Background: an optimization exercise with open tools, aiming at small area. Do not read the settings as production practice.
At most, simulation tests tie the RTL to the original design; equivalence was not proved.
No driver is modelled on the clock port, so clocking that relies on it looks cheaper here than on a real chip.
Power is estimated from default activity; no workload was simulated.

== the baseline ==
// xor_encrypt
module xor_encrypt(
        input logic clk,
        input logic valid_in,
        input logic [7:0] key,
        input logic [255:0] code,
        output logic [255:0] code_out,
        output logic valid_out
);
Size in the first run: roughly 260 flip-flops, ~520 I/O pins, ~12000 um^2 of cells after synthesis.
export LEC_CHECK = 0
export CAP_MARGIN = 20
export CORE_MARGIN = 2
export CORE_UTILIZATION = 40
export CTS_BUF_LIST = sky130_fd_sc_hd__clkbuf_16
export CTS_CLUSTER_DIAMETER = 120
export CTS_CLUSTER_SIZE = 30
export SLEW_MARGIN = 20
export SYNTH_HIERARCHICAL = 1
export SYNTH_MINIMUM_KEEP_SIZE = 0
create_clock -name core_clock -period 4.0 [get_ports {clk}]
standard.sh (not shown) runs the stock make flow with config.mk's settings and CLKGATE_MAP_FILE= SYNTH_SCRIPT=/design/flow/synth_recipe.tcl, a recipe that flattens the netlist after the stock synthesis.
==> flow/flow/run.sh <==
#!/bin/bash
# Own layout flow: the standard flow (standard synthesis unchanged) with two changes:
#  - the buffers that global placement puts on every input and output port are the
#    smallest buffer, sky130_fd_sc_hd__buf_1, instead of the default pick;
#  - post_gpl.tcl drops the buffers that timing-driven global placement adds while the
#    clock is still ideal; the repairs after clock tree synthesis add what the real
#    clock timing needs.
# make's full output goes to flow_make.log in this folder; ORFS writes each step's log
# under orfs/logs/.
set -euo pipefail
export BUFFER_PORTS_ARGS="-buffer_cell sky130_fd_sc_hd__buf_1"
export POST_GLOBAL_PLACE_TCL="$PWD/flow/post_gpl.tcl"
export SETUP_MOVE_SEQUENCE="unbuffer,swap,buffer,sizeup"
export PRE_CTS_TCL="$PWD/flow/small_bufs.tcl"
export PRE_GLOBAL_ROUTE_TCL="$PWD/flow/small_bufs.tcl"
bash standard.sh finish > flow_make.log 2>&1
test -f out/final.def
==> flow/flow/post_gpl.tcl <==
# Post global placement hook.
# Drop the buffers that timing-driven global placement added (instances named place*),
# reconnecting their loads to the buffer's input net.
proc drop_place_buffers {} {
  set n 0
  foreach inst [get_cells -quiet place*] {
    set ref [get_property $inst ref_name]
    if { ![regexp {^sky130_fd_sc_hd__(buf|clkbuf)_[0-9]+$} $ref] } { continue }
    set name [get_full_name $inst]
    set in_net [get_nets -of_objects [get_pins $name/A]]
    set out_net [get_nets -of_objects [get_pins $name/X]]
    set loads {}
    foreach pin [get_pins -quiet -of_objects $out_net] {
      if { [get_full_name $pin] != "$name/X" } { lappend loads $pin }
    }
    if { [llength [get_ports -quiet -of_objects $out_net]] > 0 } { continue }
    disconnect_pin $in_net [get_pins $name/A]
    disconnect_pin $out_net [get_pins $name/X]
    foreach pin $loads {
      disconnect_pin $out_net $pin
      connect_pin $in_net $pin
    }
    delete_instance $inst
    delete_net $out_net
    incr n
  }
  puts "Dropped $n placement buffers."
}
drop_place_buffers
==> flow/flow/small_bufs.tcl <==
# Timing repairs after clock tree synthesis: buffer with the small buffers only.
set_dont_use [get_lib_cells {sky130_fd_sc_hd__buf_4 sky130_fd_sc_hd__buf_6 sky130_fd_sc_hd__buf_8 sky130_fd_sc_hd__buf_12 sky130_fd_sc_hd__buf_16 sky130_fd_sc_hd__xor2_4 sky130_fd_sc_hd__dlygate* sky130_fd_sc_hd__dlymetal* sky130_fd_sc_hd__clkdlybuf* sky130_fd_sc_hd__bufbuf* sky130_fd_sc_hd__clkbuf_4 sky130_fd_sc_hd__clkbuf_8}]
The baseline: no failed stages, no open violations at the end
Modified inputs, the candidate compared to the baseline
-- flow/design.v --
<<< the baseline, line 45
logic [7:0] p17;
logic [7:0] p18;
logic [7:0] p19;
logic [7:0] bs20_21;
logic [7:0] bs22_23;
logic [7:0] bs24_25;
logic [7:0] bs26_27;
logic [7:0] bs28_29;
logic [7:0] bs30_31;
logic [7:0] q20;
logic [7:0] q21;
>>> the candidate, line 45
logic [7:0] p17;
logic [7:0] p18;
logic [7:0] bs19_20;
logic [7:0] bs21_22;
logic [7:0] bs23_24;
logic [7:0] bs25_26;
logic [7:0] bs25_27;
logic [7:0] bs28_29;
logic [7:0] bs30_31;
logic [7:0] q19;
logic [7:0] q20;
logic [7:0] q21;
<<< the baseline, line 92
xor_gate u_p17 (.A(p16), .B(code[143:136]), .Y(p17));
xor_gate u_p18 (.A(p16), .B(bs17_18), .Y(p18));
xor_gate u_p19 (.A(p18), .B(code[159:152]), .Y(p19));
xor_gate u_bs20_21 (.A(code[167:160]), .B(code[175:168]), .Y(bs20_21));
xor_gate u_bs22_23 (.A(code[183:176]), .B(code[191:184]), .Y(bs22_23));
xor_gate u_bs24_25 (.A(code[199:192]), .B(code[207:200]), .Y(bs24_25));
xor_gate u_bs26_27 (.A(code[215:208]), .B(code[223:216]), .Y(bs26_27));
xor_gate u_bs28_29 (.A(code[231:224]), .B(code[239:232]), .Y(bs28_29));
xor_gate u_bs30_31 (.A(code[247:240]), .B(code[255:248]), .Y(bs30_31));
xor_gate u_q20 (.A(r[159:152]), .B(r[167:160]), .Y(q20));
xor_gate u_q21 (.A(r[159:152]), .B(r[175:168]), .Y(q21));
xor_gate u_q22 (.A(q21), .B(r[183:176]), .Y(q22));
xor_gate u_q23 (.A(q21), .B(r[191:184]), .Y(q23));
xor_gate u_q24 (.A(q23), .B(r[199:192]), .Y(q24));
xor_gate u_q25 (.A(q23), .B(r[207:200]), .Y(q25));
xor_gate u_q26 (.A(q25), .B(r[215:208]), .Y(q26));
xor_gate u_q27 (.A(q25), .B(r[223:216]), .Y(q27));
xor_gate u_q28 (.A(q27), .B(r[231:224]), .Y(q28));
xor_gate u_q29 (.A(q27), .B(r[239:232]), .Y(q29));
>>> the candidate, line 93
xor_gate u_p17 (.A(p16), .B(code[143:136]), .Y(p17));
xor_gate u_p18 (.A(p16), .B(bs17_18), .Y(p18));
xor_gate u_bs19_20 (.A(code[159:152]), .B(code[167:160]), .Y(bs19_20));
xor_gate u_bs21_22 (.A(code[175:168]), .B(code[183:176]), .Y(bs21_22));
xor_gate u_bs23_24 (.A(code[191:184]), .B(code[199:192]), .Y(bs23_24));
xor_gate u_bs25_26 (.A(code[207:200]), .B(code[215:208]), .Y(bs25_26));
xor_gate u_bs25_27 (.A(bs25_26), .B(code[223:216]), .Y(bs25_27));
xor_gate u_bs28_29 (.A(code[231:224]), .B(code[239:232]), .Y(bs28_29));
xor_gate u_bs30_31 (.A(code[247:240]), .B(code[255:248]), .Y(bs30_31));
xor_gate u_q19 (.A(r[151:144]), .B(r[159:152]), .Y(q19));
xor_gate u_q20 (.A(r[151:144]), .B(r[167:160]), .Y(q20));
xor_gate u_q21 (.A(q20), .B(r[175:168]), .Y(q21));
xor_gate u_q22 (.A(q20), .B(r[183:176]), .Y(q22));
xor_gate u_q23 (.A(q22), .B(r[191:184]), .Y(q23));
xor_gate u_q24 (.A(q22), .B(r[199:192]), .Y(q24));
xor_gate u_q25 (.A(q24), .B(r[207:200]), .Y(q25));
xor_gate u_q26 (.A(q24), .B(r[215:208]), .Y(q26));
xor_gate u_q27 (.A(q24), .B(r[223:216]), .Y(q27));
xor_gate u_q28 (.A(q27), .B(r[231:224]), .Y(q28));
xor_gate u_q29 (.A(q27), .B(r[239:232]), .Y(q29));
<<< the baseline, line 130
assign d[143:136] = p17;
assign d[151:144] = p18;
assign d[159:152] = p19;
assign d[167:160] = code[167:160];
assign d[175:168] = bs20_21;
assign d[183:176] = code[183:176];
assign d[191:184] = bs22_23;
assign d[199:192] = code[199:192];
assign d[207:200] = bs24_25;
assign d[215:208] = code[215:208];
assign d[223:216] = bs26_27;
assign d[231:224] = code[231:224];
assign d[239:232] = bs28_29;
>>> the candidate, line 132
assign d[143:136] = p17;
assign d[151:144] = p18;
assign d[159:152] = code[159:152];
assign d[167:160] = bs19_20;
assign d[175:168] = code[175:168];
assign d[183:176] = bs21_22;
assign d[191:184] = code[191:184];
assign d[199:192] = bs23_24;
assign d[207:200] = code[207:200];
assign d[215:208] = bs25_26;
assign d[223:216] = bs25_27;
assign d[231:224] = code[231:224];
assign d[239:232] = bs28_29;
<<< the baseline, line 168
assign code_out[143:136] = r[143:136];
assign code_out[151:144] = r[151:144];
assign code_out[159:152] = r[159:152];
assign code_out[167:160] = q20;
assign code_out[175:168] = q21;
>>> the candidate, line 170
assign code_out[143:136] = r[143:136];
assign code_out[151:144] = r[151:144];
assign code_out[159:152] = q19;
assign code_out[167:160] = q20;
assign code_out[175:168] = q21;
==> results.txt <==
Compared with the baseline, the candidate shows a met1 wire length that is about 2.5% lower.
Comparing the two runs side by side, the candidate comes out ahead of the baseline on setup slack after layout.
The candidate vs the baseline: final wirelength down
The baseline → the candidate: headroom to the max-slew limit grew by 1.0 points; estimated wirelength of the detail-placed design went up.
The candidate completed end to end with timing, DRC and antenna clean.
For the baseline, only the layout was checked, not whether the RTL still works.

The RTL this note starts from:
==> flow/design.v <==
module xor_gate(
    input logic [7:0] A,
    input logic [7:0] B,
    output logic [7:0] Y
);
    assign Y = A^B;
endmodule
`timescale 1ns/1ps
module xor_encrypt(
        input logic clk,
        input logic valid_in,
        input logic [7:0] key,
        input logic [255:0] code,
        output logic [255:0] code_out,
        output logic valid_out
);
logic [255:0] d;    
logic [255:0] r;    
logic [7:0] p0;
logic [7:0] bs1_2;
logic [7:0] p1;
logic [7:0] p2;
logic [7:0] bs3_4;
logic [7:0] p3;
logic [7:0] p4;
logic [7:0] bs5_6;
logic [7:0] p5;
logic [7:0] p6;
logic [7:0] bs7_8;
logic [7:0] p7;
logic [7:0] p8;
logic [7:0] bs9_10;
logic [7:0] p9;
logic [7:0] p10;
logic [7:0] bs11_12;
logic [7:0] p11;
logic [7:0] p12;
logic [7:0] bs13_14;
logic [7:0] p13;
logic [7:0] p14;
logic [7:0] bs15_16;
logic [7:0] p15;
logic [7:0] p16;
logic [7:0] bs17_18;
logic [7:0] p17;
logic [7:0] p18;
logic [7:0] bs19_20;
logic [7:0] bs21_22;
logic [7:0] bs23_24;
logic [7:0] bs25_26;
logic [7:0] bs27_28;
logic [7:0] bs29_30;
logic [7:0] q19;
logic [7:0] q20;
logic [7:0] q21;
logic [7:0] q22;
logic [7:0] q23;
logic [7:0] q24;
logic [7:0] q25;
logic [7:0] q26;
logic [7:0] q27;
logic [7:0] q28;
logic [7:0] q29;
logic [7:0] q30;
logic [7:0] q31;
xor_gate u_p0 (.A(key), .B(code[7:0]), .Y(p0));
xor_gate u_bs1_2 (.A(code[15:8]), .B(code[23:16]), .Y(bs1_2));
xor_gate u_p1 (.A(p0), .B(code[15:8]), .Y(p1));
xor_gate u_p2 (.A(p0), .B(bs1_2), .Y(p2));
xor_gate u_bs3_4 (.A(code[31:24]), .B(code[39:32]), .Y(bs3_4));
xor_gate u_p3 (.A(p2), .B(code[31:24]), .Y(p3));
xor_gate u_p4 (.A(p2), .B(bs3_4), .Y(p4));
xor_gate u_bs5_6 (.A(code[47:40]), .B(code[55:48]), .Y(bs5_6));
xor_gate u_p5 (.A(p4), .B(code[47:40]), .Y(p5));
xor_gate u_p6 (.A(p4), .B(bs5_6), .Y(p6));
xor_gate u_bs7_8 (.A(code[63:56]), .B(code[71:64]), .Y(bs7_8));
xor_gate u_p7 (.A(p6), .B(code[63:56]), .Y(p7));
xor_gate u_p8 (.A(p6), .B(bs7_8), .Y(p8));
xor_gate u_bs9_10 (.A(code[79:72]), .B(code[87:80]), .Y(bs9_10));
xor_gate u_p9 (.A(p8), .B(code[79:72]), .Y(p9));
xor_gate u_p10 (.A(p8), .B(bs9_10), .Y(p10));
xor_gate u_bs11_12 (.A(code[95:88]), .B(code[103:96]), .Y(bs11_12));
xor_gate u_p11 (.A(p10), .B(code[95:88]), .Y(p11));
xor_gate u_p12 (.A(p10), .B(bs11_12), .Y(p12));
xor_gate u_bs13_14 (.A(code[111:104]), .B(code[119:112]), .Y(bs13_14));
xor_gate u_p13 (.A(p12), .B(code[111:104]), .Y(p13));
xor_gate u_p14 (.A(p12), .B(bs13_14), .Y(p14));
xor_gate u_bs15_16 (.A(code[127:120]), .B(code[135:128]), .Y(bs15_16));
xor_gate u_p15 (.A(p14), .B(code[127:120]), .Y(p15));
xor_gate u_p16 (.A(p14), .B(bs15_16), .Y(p16));
xor_gate u_bs17_18 (.A(code[143:136]), .B(code[151:144]), .Y(bs17_18));
xor_gate u_p17 (.A(p16), .B(code[143:136]), .Y(p17));
xor_gate u_p18 (.A(p16), .B(bs17_18), .Y(p18));
xor_gate u_bs19_20 (.A(code[159:152]), .B(code[167:160]), .Y(bs19_20));
xor_gate u_bs21_22 (.A(code[175:168]), .B(code[183:176]), .Y(bs21_22));
xor_gate u_bs23_24 (.A(code[191:184]), .B(code[199:192]), .Y(bs23_24));
xor_gate u_bs25_26 (.A(code[207:200]), .B(code[215:208]), .Y(bs25_26));
xor_gate u_bs27_28 (.A(code[223:216]), .B(code[231:224]), .Y(bs27_28));
xor_gate u_bs29_30 (.A(code[239:232]), .B(code[247:240]), .Y(bs29_30));
xor_gate u_q19 (.A(r[151:144]), .B(r[159:152]), .Y(q19));
xor_gate u_q20 (.A(r[151:144]), .B(r[167:160]), .Y(q20));
xor_gate u_q21 (.A(q20), .B(r[175:168]), .Y(q21));
xor_gate u_q22 (.A(q20), .B(r[183:176]), .Y(q22));
xor_gate u_q23 (.A(q22), .B(r[191:184]), .Y(q23));
xor_gate u_q24 (.A(q22), .B(r[199:192]), .Y(q24));
xor_gate u_q25 (.A(q24), .B(r[207:200]), .Y(q25));
xor_gate u_q26 (.A(q24), .B(r[215:208]), .Y(q26));
xor_gate u_q27 (.A(q26), .B(r[223:216]), .Y(q27));
xor_gate u_q28 (.A(q26), .B(r[231:224]), .Y(q28));
xor_gate u_q29 (.A(q28), .B(r[239:232]), .Y(q29));
xor_gate u_q30 (.A(q28), .B(r[247:240]), .Y(q30));
xor_gate u_q31 (.A(q30), .B(r[255:248]), .Y(q31));
assign d[7:0] = p0;
assign d[15:8] = p1;
assign d[23:16] = p2;
assign d[31:24] = p3;
assign d[39:32] = p4;
assign d[47:40] = p5;
assign d[55:48] = p6;
assign d[63:56] = p7;
assign d[71:64] = p8;
assign d[79:72] = p9;
assign d[87:80] = p10;
assign d[95:88] = p11;
assign d[103:96] = p12;
assign d[111:104] = p13;
assign d[119:112] = p14;
assign d[127:120] = p15;
assign d[135:128] = p16;
assign d[143:136] = p17;
assign d[151:144] = p18;
assign d[159:152] = code[159:152];
assign d[167:160] = bs19_20;
assign d[175:168] = code[175:168];
assign d[183:176] = bs21_22;
assign d[191:184] = code[191:184];
assign d[199:192] = bs23_24;
assign d[207:200] = code[207:200];
assign d[215:208] = bs25_26;
assign d[223:216] = code[223:216];
assign d[231:224] = bs27_28;
assign d[239:232] = code[239:232];
assign d[247:240] = bs29_30;
assign d[255:248] = code[255:248];
always_ff @(posedge clk) begin
    valid_out <= valid_in;
end
always_ff @(posedge clk) begin
    if (valid_in) r <= d;
end
assign code_out[7:0] = r[7:0];
assign code_out[15:8] = r[15:8];
assign code_out[23:16] = r[23:16];
assign code_out[31:24] = r[31:24];
assign code_out[39:32] = r[39:32];
assign code_out[47:40] = r[47:40];
assign code_out[55:48] = r[55:48];
assign code_out[63:56] = r[63:56];
assign code_out[71:64] = r[71:64];
assign code_out[79:72] = r[79:72];
assign code_out[87:80] = r[87:80];
assign code_out[95:88] = r[95:88];
assign code_out[103:96] = r[103:96];
assign code_out[111:104] = r[111:104];
assign code_out[119:112] = r[119:112];
assign code_out[127:120] = r[127:120];
assign code_out[135:128] = r[135:128];
assign code_out[143:136] = r[143:136];
assign code_out[151:144] = r[151:144];
assign code_out[159:152] = q19;
assign code_out[167:160] = q20;
assign code_out[175:168] = q21;
assign code_out[183:176] = q22;
assign code_out[191:184] = q23;
assign code_out[199:192] = q24;
assign code_out[207:200] = q25;
assign code_out[215:208] = q26;
assign code_out[223:216] = q27;
assign code_out[231:224] = q28;
assign code_out[239:232] = q29;
assign code_out[247:240] = q30;
assign code_out[255:248] = q31;
endmodule
export LEC_CHECK = 0
export CAP_MARGIN = 20
export CORE_MARGIN = 2
export CORE_UTILIZATION = 40
export CTS_BUF_LIST = sky130_fd_sc_hd__clkbuf_16
export CTS_CLUSTER_DIAMETER = 120
export CTS_CLUSTER_SIZE = 30
export SLEW_MARGIN = 20
export SYNTH_HIERARCHICAL = 1
export SYNTH_MINIMUM_KEEP_SIZE = 0
create_clock -name core_clock -period 4.0 [get_ports {clk}]
==> flow/flow/run.sh <==
#!/bin/bash
# Own layout flow: the standard flow (standard synthesis unchanged), with the port
# buffers that global placement inserts on every input and output made the smallest
# buffer, sky130_fd_sc_hd__buf_1, instead of the default pick. Everything else is as in
# the standard flow. make's full output goes to flow_make.log in this folder; ORFS
# writes each step's log under orfs/logs/.
set -euo pipefail
export BUFFER_PORTS_ARGS="-buffer_cell sky130_fd_sc_hd__buf_1"
export POST_GLOBAL_PLACE_TCL="$PWD/flow/post_gpl.tcl"
bash standard.sh finish > flow_make.log 2>&1
test -f out/final.def
Scripts as last shown in full above: flow/flow/post_gpl.tcl
==> next run, changes <==
--- a/flow/design.v
+++ b/flow/design.v
@@ -48,8 +48,9 @@
 logic [7:0] bs21_22;
 logic [7:0] bs23_24;
 logic [7:0] bs25_26;
-logic [7:0] bs27_28;
-logic [7:0] bs29_30;
+logic [7:0] bs25_27;
+logic [7:0] bs28_29;
+logic [7:0] bs30_31;
 logic [7:0] q19;
 logic [7:0] q20;
 logic [7:0] q21;
@@ -95,8 +96,9 @@
 xor_gate u_bs21_22 (.A(code[175:168]), .B(code[183:176]), .Y(bs21_22));
 xor_gate u_bs23_24 (.A(code[191:184]), .B(code[199:192]), .Y(bs23_24));
 xor_gate u_bs25_26 (.A(code[207:200]), .B(code[215:208]), .Y(bs25_26));
-xor_gate u_bs27_28 (.A(code[223:216]), .B(code[231:224]), .Y(bs27_28));
-xor_gate u_bs29_30 (.A(code[239:232]), .B(code[247:240]), .Y(bs29_30));
+xor_gate u_bs25_27 (.A(bs25_26), .B(code[223:216]), .Y(bs25_27));
+xor_gate u_bs28_29 (.A(code[231:224]), .B(code[239:232]), .Y(bs28_29));
+xor_gate u_bs30_31 (.A(code[247:240]), .B(code[255:248]), .Y(bs30_31));
 xor_gate u_q19 (.A(r[151:144]), .B(r[159:152]), .Y(q19));
 xor_gate u_q20 (.A(r[151:144]), .B(r[167:160]), .Y(q20));
 xor_gate u_q21 (.A(q20), .B(r[175:168]), .Y(q21));
@@ -105,11 +107,11 @@
 xor_gate u_q24 (.A(q22), .B(r[199:192]), .Y(q24));
 xor_gate u_q25 (.A(q24), .B(r[207:200]), .Y(q25));
 xor_gate u_q26 (.A(q24), .B(r[215:208]), .Y(q26));
-xor_gate u_q27 (.A(q26), .B(r[223:216]), .Y(q27));
-xor_gate u_q28 (.A(q26), .B(r[231:224]), .Y(q28));
-xor_gate u_q29 (.A(q28), .B(r[239:232]), .Y(q29));
-xor_gate u_q30 (.A(q28), .B(r[247:240]), .Y(q30));
-xor_gate u_q31 (.A(q30), .B(r[255:248]), .Y(q31));
+xor_gate u_q27 (.A(q24), .B(r[223:216]), .Y(q27));
+xor_gate u_q28 (.A(q27), .B(r[231:224]), .Y(q28));
+xor_gate u_q29 (.A(q27), .B(r[239:232]), .Y(q29));
+xor_gate u_q30 (.A(q29), .B(r[247:240]), .Y(q30));
+xor_gate u_q31 (.A(q29), .B(r[255:248]), .Y(q31));
 assign d[7:0] = p0;
 assign d[15:8] = p1;
 assign d[23:16] = p2;
@@ -137,11 +139,11 @@
 assign d[199:192] = bs23_24;
 assign d[207:200] = code[207:200];
 assign d[215:208] = bs25_26;
-assign d[223:216] = code[223:216];
-assign d[231:224] = bs27_28;
-assign d[239:232] = code[239:232];
-assign d[247:240] = bs29_30;
-assign d[255:248] = code[255:248];
+assign d[223:216] = bs25_27;
+assign d[231:224] = code[231:224];
+assign d[239:232] = bs28_29;
+assign d[247:240] = code[247:240];
+assign d[255:248] = bs30_31;
 always_ff @(posedge clk) begin
     valid_out <= valid_in;
 end
Global-route usage drops by 0.13 points. Non-clock buffer count goes down by 5. Wire length rises by 1.9%. Final cell count is unchanged. Worst setup slack is worse by 80 ps. Count of clock-buffer cells in the layout does not change. Core utilization is lower by 0.71 points. Combinational power falls by about 4%.
For the first run of this note, only the layout was checked, not whether the RTL still works.

==> static timing again, ports no longer ideal <==
No port has a modelled driver above. Below, the same layouts with a new extraction and two added sets of constraints.
Step 1 assumes that a clkbuf_16 drives the clock port and a buf_2 every other input.
Step 2 times the ports against the registers' clock, not the clock port: input delays grow and output delays shrink by t, the midpoint of the rising clock arrivals with the driver on.
Three values: no drivers, after step 1, after step 2; two values: the first two.
| run | shift t [ns] | setup slack, ns | hold WS [ns] | worst setup path after step 2 |
|---|---|---|---|---|
| the baseline | 0.529 | 0.200 / 0.220 / -0.304 | 0.529 / 0.505 / 1.034 | input to register |
| the candidate | 0.520 | 0.222 / 0.175 / -0.233 | 0.532 / 0.510 / 1.030 | input to register |
| the first run of note 2 | 0.526 | 0.224 / 0.176 / -0.233 | 0.478 / 0.461 / 0.986 | input to register |
| the second run of note 2 | 0.524 | 0.144 / 0.097 / -0.233 | 0.521 / 0.511 / 1.035 | input to register |
Met with ideal ports but missed after step 2: setup timing in every run listed. The setup slack of the baseline, which loses most, moves by +0.020 ns with the drivers and by -0.504 ns with both steps.
